Background: an optimization exercise with open tools, aiming at small area. Do not read the settings as production practice. The RTL was checked by simulation tests, not by an equivalence proof against the original design. The flow treats the clock pin as an ideal source. Dropping or thinning the clock tree relies on that and would not hold on a real chip. No activity file was given, so power comes from the tool's default toggle rates.

== build 84 ==
==> flow/design.v (excerpt) <==
module Micro_Con_ROM(clk, rst, REF, POT, PWM, Ena_ADC);
input clk, rst;
input [17:0] REF, POT;
output reg [17:0] PWM;
output Ena_ADC;
localparam [17:0] HSTART = 18'd206621;    
reg [3:0]  sj;      
reg [1:0]  sh;      
reg        idle;    
reg [17:0] H;       
reg [17:0] A;
reg [15:0] Dr;
wire [17:0] D = {Dr, 2'b00};
wire x0, x1, sREF, sPOT, sA, sD, sK, neg, inc, ldP, ldA, ldD;
wire [7:0] lo;       
wire [3:0] hi;       
CtrlPre pre (.sj(sj), .sh(sh), .idle(idle), .lo(lo), .hi(hi));
CtrlOut out (.lo(lo), .hi(hi), .idle(idle), .rst(rst), .x0(x0), .x1(x1), .sREF(sREF),
             .sPOT(sPOT), .sA(sA), .sD(sD), .sK(sK), .neg(neg), .inc(inc),
             .ldP(ldP), .ldA(ldA), .ldD(ldD));
wire [17:0] S;
wire [17:0] H2 = {H[16:0], 1'b0};
wire [18:0] c;
assign c[0] = neg | inc;
wire x2 = !x0 && !x1;
genvar gi;
generate for (gi = 0; gi < 18; gi = gi + 1) begin : dp
  wire xb, bb;
  XMux #(.B0(gi == 0)) xm (.x1(x1), .x2(x2), .h(H[gi]), .h2(H2[gi]), .x(xb));
  BMux #(.KB(HSTART[gi]), .DB(gi >= 2)) bm (.sr(sREF), .r(REF[gi]), .sp(sPOT), .p(POT[gi]),
           .sa(sA), .a(A[gi]), .sd(sD), .d(D[gi]), .sk(sK), .neg(neg), .b(bb));
  ...
Size: roughly 57 I/O pins, about 0.0034 mm2 of cells after synthesis.
Settings: LEC_CHECK=0, CAP_MARGIN=0, CORE_MARGIN=2, CORE_UTILIZATION=40, SLEW_MARGIN=0, SYNTH_HIERARCHICAL=1; clock period 15.0 ns.
standard.sh (not shown) runs the stock make flow with config.mk's settings and CLKGATE_MAP_FILE= SYNTH_SCRIPT=/design/flow/synth_recipe.tcl, a recipe that flattens the netlist after the stock synthesis.
==> flow/flow/run.sh <==
#!/bin/bash
# The standard layout (standard synthesis), with buf_1 port buffers and a
# clock tree of clkbuf_8 without dummy loads. make's output goes to standard.log.
set -uo pipefail
bash standard.sh \
  "BUFFER_PORTS_ARGS=-buffer_cell sky130_fd_sc_hd__buf_1" \
  "CTS_ARGS=-sink_clustering_enable -repair_clock_nets -dont_use_dummy_load -buf_list sky130_fd_sc_hd__clkbuf_8 -root_buf sky130_fd_sc_hd__clkbuf_8" \
  finish > standard.log 2>&1
rc=$?
tail -5 standard.log
exit $rc
Build 84 finished all stages; the layout is clean.
Setup changes, build 84 to build 61
Settings: a change of SLEW_MARGIN from 0 to 20; a change of CAP_MARGIN from 0 to 20.
[summary]
- Build 61 vs. build 84: area after synthesis closely matched the old numbers, fraction of area in registers closely matched the old numbers, multi-input logic area closely matched the old numbers.
- Diff build 84..build 61 | synthesized cell count | unchanged
- Area added between synthesis and finish: build 84 vs build 61 identical
- Build 61 and build 84 ended up with roughly the same data arrival time of the critical path.
- From build 84 to build 61 the numbers moved as follows: met2 demand-to-capacity share in global routing held, cell area held.
For build 10, these inputs were changed with respect to build 61:
diff --git a/flow/flow/run.sh b/flow/flow/run.sh
--- a/flow/flow/run.sh
+++ b/flow/flow/run.sh
@@ -7 +7 @@
-  "CTS_ARGS=-sink_clustering_enable -repair_clock_nets -dont_use_dummy_load -buf_list sky130_fd_sc_hd__clkbuf_8 -root_buf sky130_fd_sc_hd__clkbuf_8" \
+  "CTS_ARGS=-sink_clustering_enable -sink_clustering_size 25 -sink_clustering_max_diameter 80 -sink_clustering_levels 1 -repair_clock_nets -dont_use_dummy_load -buf_list sky130_fd_sc_hd__clkbuf_8 -root_buf sky130_fd_sc_hd__clkbuf_8" \
Findings:
Comparing build 61 against build 10, there is no change at all in number of cells produced by synthesis.
Diff build 10..build 61 | ratio of final minimum period to clock period | unchanged
From build 61 to build 10 the numbers moved as follows: clock power share ~0 delta, final non-filler cell area ~0 delta, number of post-CTS setup repair buffers ~0 delta, reported combinational group power ~0 delta.
Comparing build 61 with build 10, the area growth from synthesis to layout came out essentially unchanged.

* * *

Another version of the RTL of Micro_Con_ROM (not shown whole).
Size in the first run: ~280 cells after synthesis, about 3700 um2 of cells after synthesis.
clock: 15.0 ns
lec_check: 0
cap_margin: 20
core_margin: 2
core_utilization: 40
slew_margin: 20
synth_hierarchical: 1
==> flow/flow/run.sh <==
#!/bin/bash
# The standard layout (standard synthesis), with buf_1 port buffers and a
# clock tree of clkbuf_8 without dummy loads. make's output goes to standard.log.
set -uo pipefail
bash standard.sh \
  "BUFFER_PORTS_ARGS=-buffer_cell sky130_fd_sc_hd__buf_1" \
  "CTS_ARGS=-sink_clustering_enable -repair_clock_nets -dont_use_dummy_load -buf_list sky130_fd_sc_hd__clkbuf_8 -root_buf sky130_fd_sc_hd__clkbuf_8" \
  finish > standard.log 2>&1
rc=$?
tail -5 standard.log
exit $rc
Next try:
--- a/flow/flow/run.sh
+++ b/flow/flow/run.sh
@@ -6,4 +6,5 @@
   "BUFFER_PORTS_ARGS=-buffer_cell sky130_fd_sc_hd__buf_1" \
   "CTS_ARGS=-sink_clustering_enable -repair_clock_nets -dont_use_dummy_load -buf_list sky130_fd_sc_hd__clkbuf_8 -root_buf sky130_fd_sc_hd__clkbuf_8" \
+  RECOVER_POWER=100 \
   finish > standard.log 2>&1
 rc=$?
=> Now the flow ran to the end with violations: capacitance limit, slew limit. Power is about the same. Area after synthesis is unchanged. Setup slack loses 610 ps. Fmax came out lower by a few percent.

* * *

Another version of the RTL of Micro_Con_ROM (not shown whole).
Size: ~320 cells after synthesis, about 76 flip-flops, roughly 57 I/O pins.
Design Micro_Con_ROM, start of the top module:
module Micro_Con_ROM(clk, rst, REF, POT, PWM, Ena_ADC);
input clk, rst;
input [17:0] REF, POT;
output reg [17:0] PWM;
output Ena_ADC;
localparam [17:0] HSTART = 18'd206623;    
reg [5:0]  s;       
reg [17:0] H;       
reg [17:0] A;
reg [15:0] Dr;
wire [17:0] D = {Dr, 2'b00};
wire idle = s[5] & s[1];
wire neg;
function st; input [5:0] v; st = (s == v); endfunction
wire nr   = !rst;
wire x0   = st(1) | st(13) | st(16) | st(25) | st(33) | rst;      
wire x1   = st(10) | st(12) | st(24) | st(32) | idle;             
wire sREF = nr & (st(7) | st(8) | st(9));                        
wire sPp  = nr & (st(3) | st(5) | st(10));                       
wire sPn  = nr & (st(1) | st(13));                               
wire sA   = nr & (st(11) | st(24));                              
wire sDn  = nr & (st(12) | st(16) | st(19) | st(20) | st(21) | st(22) | st(23)
                  | st(25) | st(28) | st(30) | st(31));           
wire sK   = nr & st(33);
assign neg = sPn | sDn;
wire inc  = nr & idle;
wire ldP  = st(11) | rst;
wire ldA  = st(12) | st(24) | rst;
wire ldD  = st(15) | st(32) | rst;
wire [17:0] S;
wire [18:0] c;
assign c[0] = neg | inc;
wire [17:0] H2 = {H[16:0], 1'b0};
wire [17:0] Kv = HSTART;
genvar gi;
generate for (gi = 0; gi < 18; gi = gi + 1) begin : dp
  DpBit u (.x1(x1), .x2(!x0 && !x1), .h(H[gi]), .h2(H2[gi]),
           .sr(sREF), .r(REF[gi]), .sp(sPp | sPn), .p(POT[gi]), .sa(sA), .a(A[gi]),
           .sd(sDn), .d(D[gi]), .k(sK & Kv[gi]), .neg(neg),
           .ci(c[gi]), .s(S[gi]), .co(c[gi+1]));
end endgenerate
wire cout = c[18];
always @(posedge clk) begin
  if (rst) s <= 6'd0;
  else if (!idle) s <= s + 6'd1;
  else if (cout) s <= 6'd0;
  H <= S;
  if (ldP) PWM <= S;
  if (ldA) A <= S;
  if (ldD) Dr <= S[17:2];
end
assign Ena_ADC = !(s >= 6'd1 && s <= 6'd13);
endmodule
Settings: LEC_CHECK=0, CAP_MARGIN=20, CORE_MARGIN=2, CORE_UTILIZATION=40, SLEW_MARGIN=20; clock period 15.0 ns.
==> flow/flow/run.sh <==
#!/bin/bash
# The standard layout (standard synthesis) with buf_1 port buffers and the
# clock tree of flow/pre_cts.tcl: a root buffer at the clock port driving one
# leaf buffer per quadrant of the clock sinks. make's output goes to standard.log.
set -uo pipefail
export FLOW_CLK_ROOT=sky130_fd_sc_hd__clkbuf_8
export FLOW_CLK_LEAF=sky130_fd_sc_hd__clkbuf_8
bash standard.sh \
  "BUFFER_PORTS_ARGS=-buffer_cell sky130_fd_sc_hd__buf_1" \
  "PRE_CTS_TCL=$(pwd)/flow/pre_cts.tcl" \
  finish > standard.log 2>&1
rc=$?
tail -5 standard.log
exit $rc
==> flow/flow/pre_cts.tcl <==
# Clock tree made here instead of by TritonCTS. The clock port drives one root
# buffer placed next to it; the root drives one leaf buffer per quadrant of the
# clock sinks (split around their median x and y), each placed at the centroid
# of its sinks. clock_tree_synthesis then only marks the clock as propagated.
set block [ord::get_db_block]
set db [ord::get_db]
set root_master [$db findMaster $::env(FLOW_CLK_ROOT)]
set leaf_master [$db findMaster $::env(FLOW_CLK_LEAF)]
set clknet [$block findNet clk]
set sinks [$clknet getITerms]
set xs {}; set ys {}
foreach it $sinks {
  set bb [[$it getInst] getBBox]
  lappend xs [expr {([$bb xMin] + [$bb xMax]) / 2}]
  lappend ys [expr {([$bb yMin] + [$bb yMax]) / 2}]
}
set n [llength $sinks]
set mx [lindex [lsort -integer $xs] [expr {$n / 2}]]
set my [lindex [lsort -integer $ys] [expr {$n / 2}]]
for {set g 0} {$g < 4} {incr g} { set grp($g) {}; set gx($g) 0; set gy($g) 0 }
for {set i 0} {$i < $n} {incr i} {
  set x [lindex $xs $i]; set y [lindex $ys $i]
  set g [expr {($x >= $mx ? 1 : 0) + ($y >= $my ? 2 : 0)}]
  lappend grp($g) [lindex $sinks $i]
  set gx($g) [expr {$gx($g) + $x}]; set gy($g) [expr {$gy($g) + $y}]
}
# root buffer next to the clock pin, pulled slightly towards the core
set bt [$block findBTerm clk]
set pbb [[lindex [$bt getBPins] 0] getBBox]
set px [expr {([$pbb xMin] + [$pbb xMax]) / 2}]
set py [expr {([$pbb yMin] + [$pbb yMax]) / 2}]
set core [$block getCoreArea]
set rx [expr {min(max($px, [$core xMin]), [$core xMax] - 10000)}]
set ry [expr {min(max($py, [$core yMin]), [$core yMax] - 10000)}]
set rnet [odb::dbNet_create $block clk_root]
$rnet setSigType CLOCK
set root [odb::dbInst_create $block $root_master clk_root_buf]
[$root findITerm A] connect $clknet
[$root findITerm X] connect $rnet
$root setLocation $rx $ry
$root setPlacementStatus PLACED
for {set g 0} {$g < 4} {incr g} {
  set m [llength $grp($g)]
  if { $m == 0 } { continue }
  set net [odb::dbNet_create $block clk_leaf_$g]
  $net setSigType CLOCK
  set inst [odb::dbInst_create $block $leaf_master clk_leaf_buf_$g]
  foreach it $grp($g) { $it disconnect; $it connect $net }
  [$inst findITerm A] connect $rnet
  [$inst findITerm X] connect $net
  $inst setLocation [expr {$gx($g) / $m}] [expr {$gy($g) / $m}]
  $inst setPlacementStatus PLACED
  puts "pre_cts: group $g: $m sinks on clk_leaf_buf_$g"
}

rename clock_tree_synthesis tritoncts_unused
proc clock_tree_synthesis { args } {
  puts "clock_tree_synthesis replaced by flow/pre_cts.tcl"
  set_propagated_clock [all_clocks]
}
The baseline produced a clean layout.
==> next run, changes <==
==> flow/flow/run.sh (replaced) <==
#!/bin/bash
# The standard layout (standard synthesis) with buf_1 port buffers and the
# clock tree of flow/pre_cts.tcl: four clock buffers, one per quadrant of the
# clock sinks, driven by the clock port. make's output goes to standard.log.
set -uo pipefail
export FLOW_CLK_BUF=sky130_fd_sc_hd__clkbuf_8
bash standard.sh \
  "BUFFER_PORTS_ARGS=-buffer_cell sky130_fd_sc_hd__buf_1" \
  "PRE_CTS_TCL=$(pwd)/flow/pre_cts.tcl" \
  finish > standard.log 2>&1
rc=$?
tail -5 standard.log
exit $rc
==> flow/flow/pre_cts.tcl (replaced) <==
# Clock tree made here instead of by TritonCTS: the clock sinks are split into
# four groups by placement (around the median x and y) and each group is driven
# by its own clkbuf_8 at the group's centroid. The clock port drives the four
# buffer inputs. clock_tree_synthesis then only marks the clock as propagated.
set block [ord::get_db_block]
set db [ord::get_db]
set master [$db findMaster $::env(FLOW_CLK_BUF)]
set clknet [$block findNet clk]
set sinks [$clknet getITerms]
set xs {}; set ys {}
foreach it $sinks {
  set bb [[$it getInst] getBBox]
  lappend xs [expr {([$bb xMin] + [$bb xMax]) / 2}]
  lappend ys [expr {([$bb yMin] + [$bb yMax]) / 2}]
}
set n [llength $sinks]
set mx [lindex [lsort -integer $xs] [expr {$n / 2}]]
set my [lindex [lsort -integer $ys] [expr {$n / 2}]]
for {set g 0} {$g < 4} {incr g} { set grp($g) {}; set gx($g) 0; set gy($g) 0 }
for {set i 0} {$i < $n} {incr i} {
  set x [lindex $xs $i]; set y [lindex $ys $i]
  set g [expr {($x >= $mx ? 1 : 0) + ($y >= $my ? 2 : 0)}]
  lappend grp($g) [lindex $sinks $i]
  set gx($g) [expr {$gx($g) + $x}]; set gy($g) [expr {$gy($g) + $y}]
}
for {set g 0} {$g < 4} {incr g} {
  set m [llength $grp($g)]
  if { $m == 0 } { continue }
  set net [odb::dbNet_create $block clk_leaf_$g]
  $net setSigType CLOCK
  set inst [odb::dbInst_create $block $master clk_leaf_buf_$g]
  foreach it $grp($g) { $it disconnect; $it connect $net }
  [$inst findITerm A] connect $clknet
  [$inst findITerm X] connect $net
  $inst setLocation [expr {$gx($g) / $m}] [expr {$gy($g) / $m}]
  $inst setPlacementStatus PLACED
  puts "pre_cts: group $g: $m sinks on clk_leaf_buf_$g"
}

rename clock_tree_synthesis tritoncts_unused
proc clock_tree_synthesis { args } {
  puts "clock_tree_synthesis replaced by flow/pre_cts.tcl"
  set_propagated_clock [all_clocks]
}
=> Via count shrinks by 0.37%. Cell area decreases by 0.33%. Clock skew barely changes. Setup slack gets worse by 200 ps. Power drops by 3.0%. Hold slack is about the same. Wire length does not change. Cell count stays flat. First-iteration DRC count drops by 19%. Critical path depth is unchanged.
No run of this note takes its clock network from TritonCTS; it comes from the design's own scripts or RTL.

==> static timing again, ports no longer ideal <==
The results above use ideal ports. As a check the final layouts listed here were re-extracted and re-timed, cells and wires unchanged.
Step 1 (the two cells are an assumption about what drives the block):
set clk [get_ports {clk}]
set_driving_cell -lib_cell sky130_fd_sc_hd__clkbuf_16 $clk
set_driving_cell -lib_cell sky130_fd_sc_hd__buf_2 [delete_from_list [all_inputs] $clk]
Step 2 moves the port delays by t, midway between the first and last clock arrival at a register: inputs arrive t later, outputs are due t later. That takes back most of the time a late clock gives input paths.
Three values: no drivers, after step 1, after step 2; two values: the first two.
run | t (ns) | setup WS [ns] | hold slack, ns | worst register clock-pin slew, ns | cell pins on the clock port's net
build 84 | 0.356 | 4.299 / 4.307 / 3.950 | 0.506 / 0.506 / 0.506 | 0.08 / 0.08 | 1
build 61 | 0.356 | 4.299 / 4.307 / 3.950 | 0.506 / 0.506 / 0.506 | 0.08 / 0.08 | 1
build 10 | 0.356 | 4.299 / 4.307 / 3.950 | 0.506 / 0.506 / 0.506 | 0.08 / 0.08 | 1
the first run of note 2 | 0.376 | 1.785 / 1.796 / 1.420 | 0.741 / 0.741 / 0.741 | 0.09 / 0.09 | 1
the second run of note 2 | 0.375 | 1.176 / 1.187 / 0.812 | 0.750 / 0.750 / 0.750 | 0.09 / 0.09 | 1
the first run of note 3 | 0.355 | 3.229 / 3.217 / 2.862 | 0.615 / 0.615 / 0.615 | 0.12 / 0.12 | 1
the second run of note 3 | 0.227 | 3.030 / 3.062 / 2.835 | 0.613 / 0.613 / 0.613 | 0.12 / 0.12 | 4
The setup slack of the first run of note 3, which loses most, moves by -0.012 ns with the drivers and by -0.367 ns with both steps.
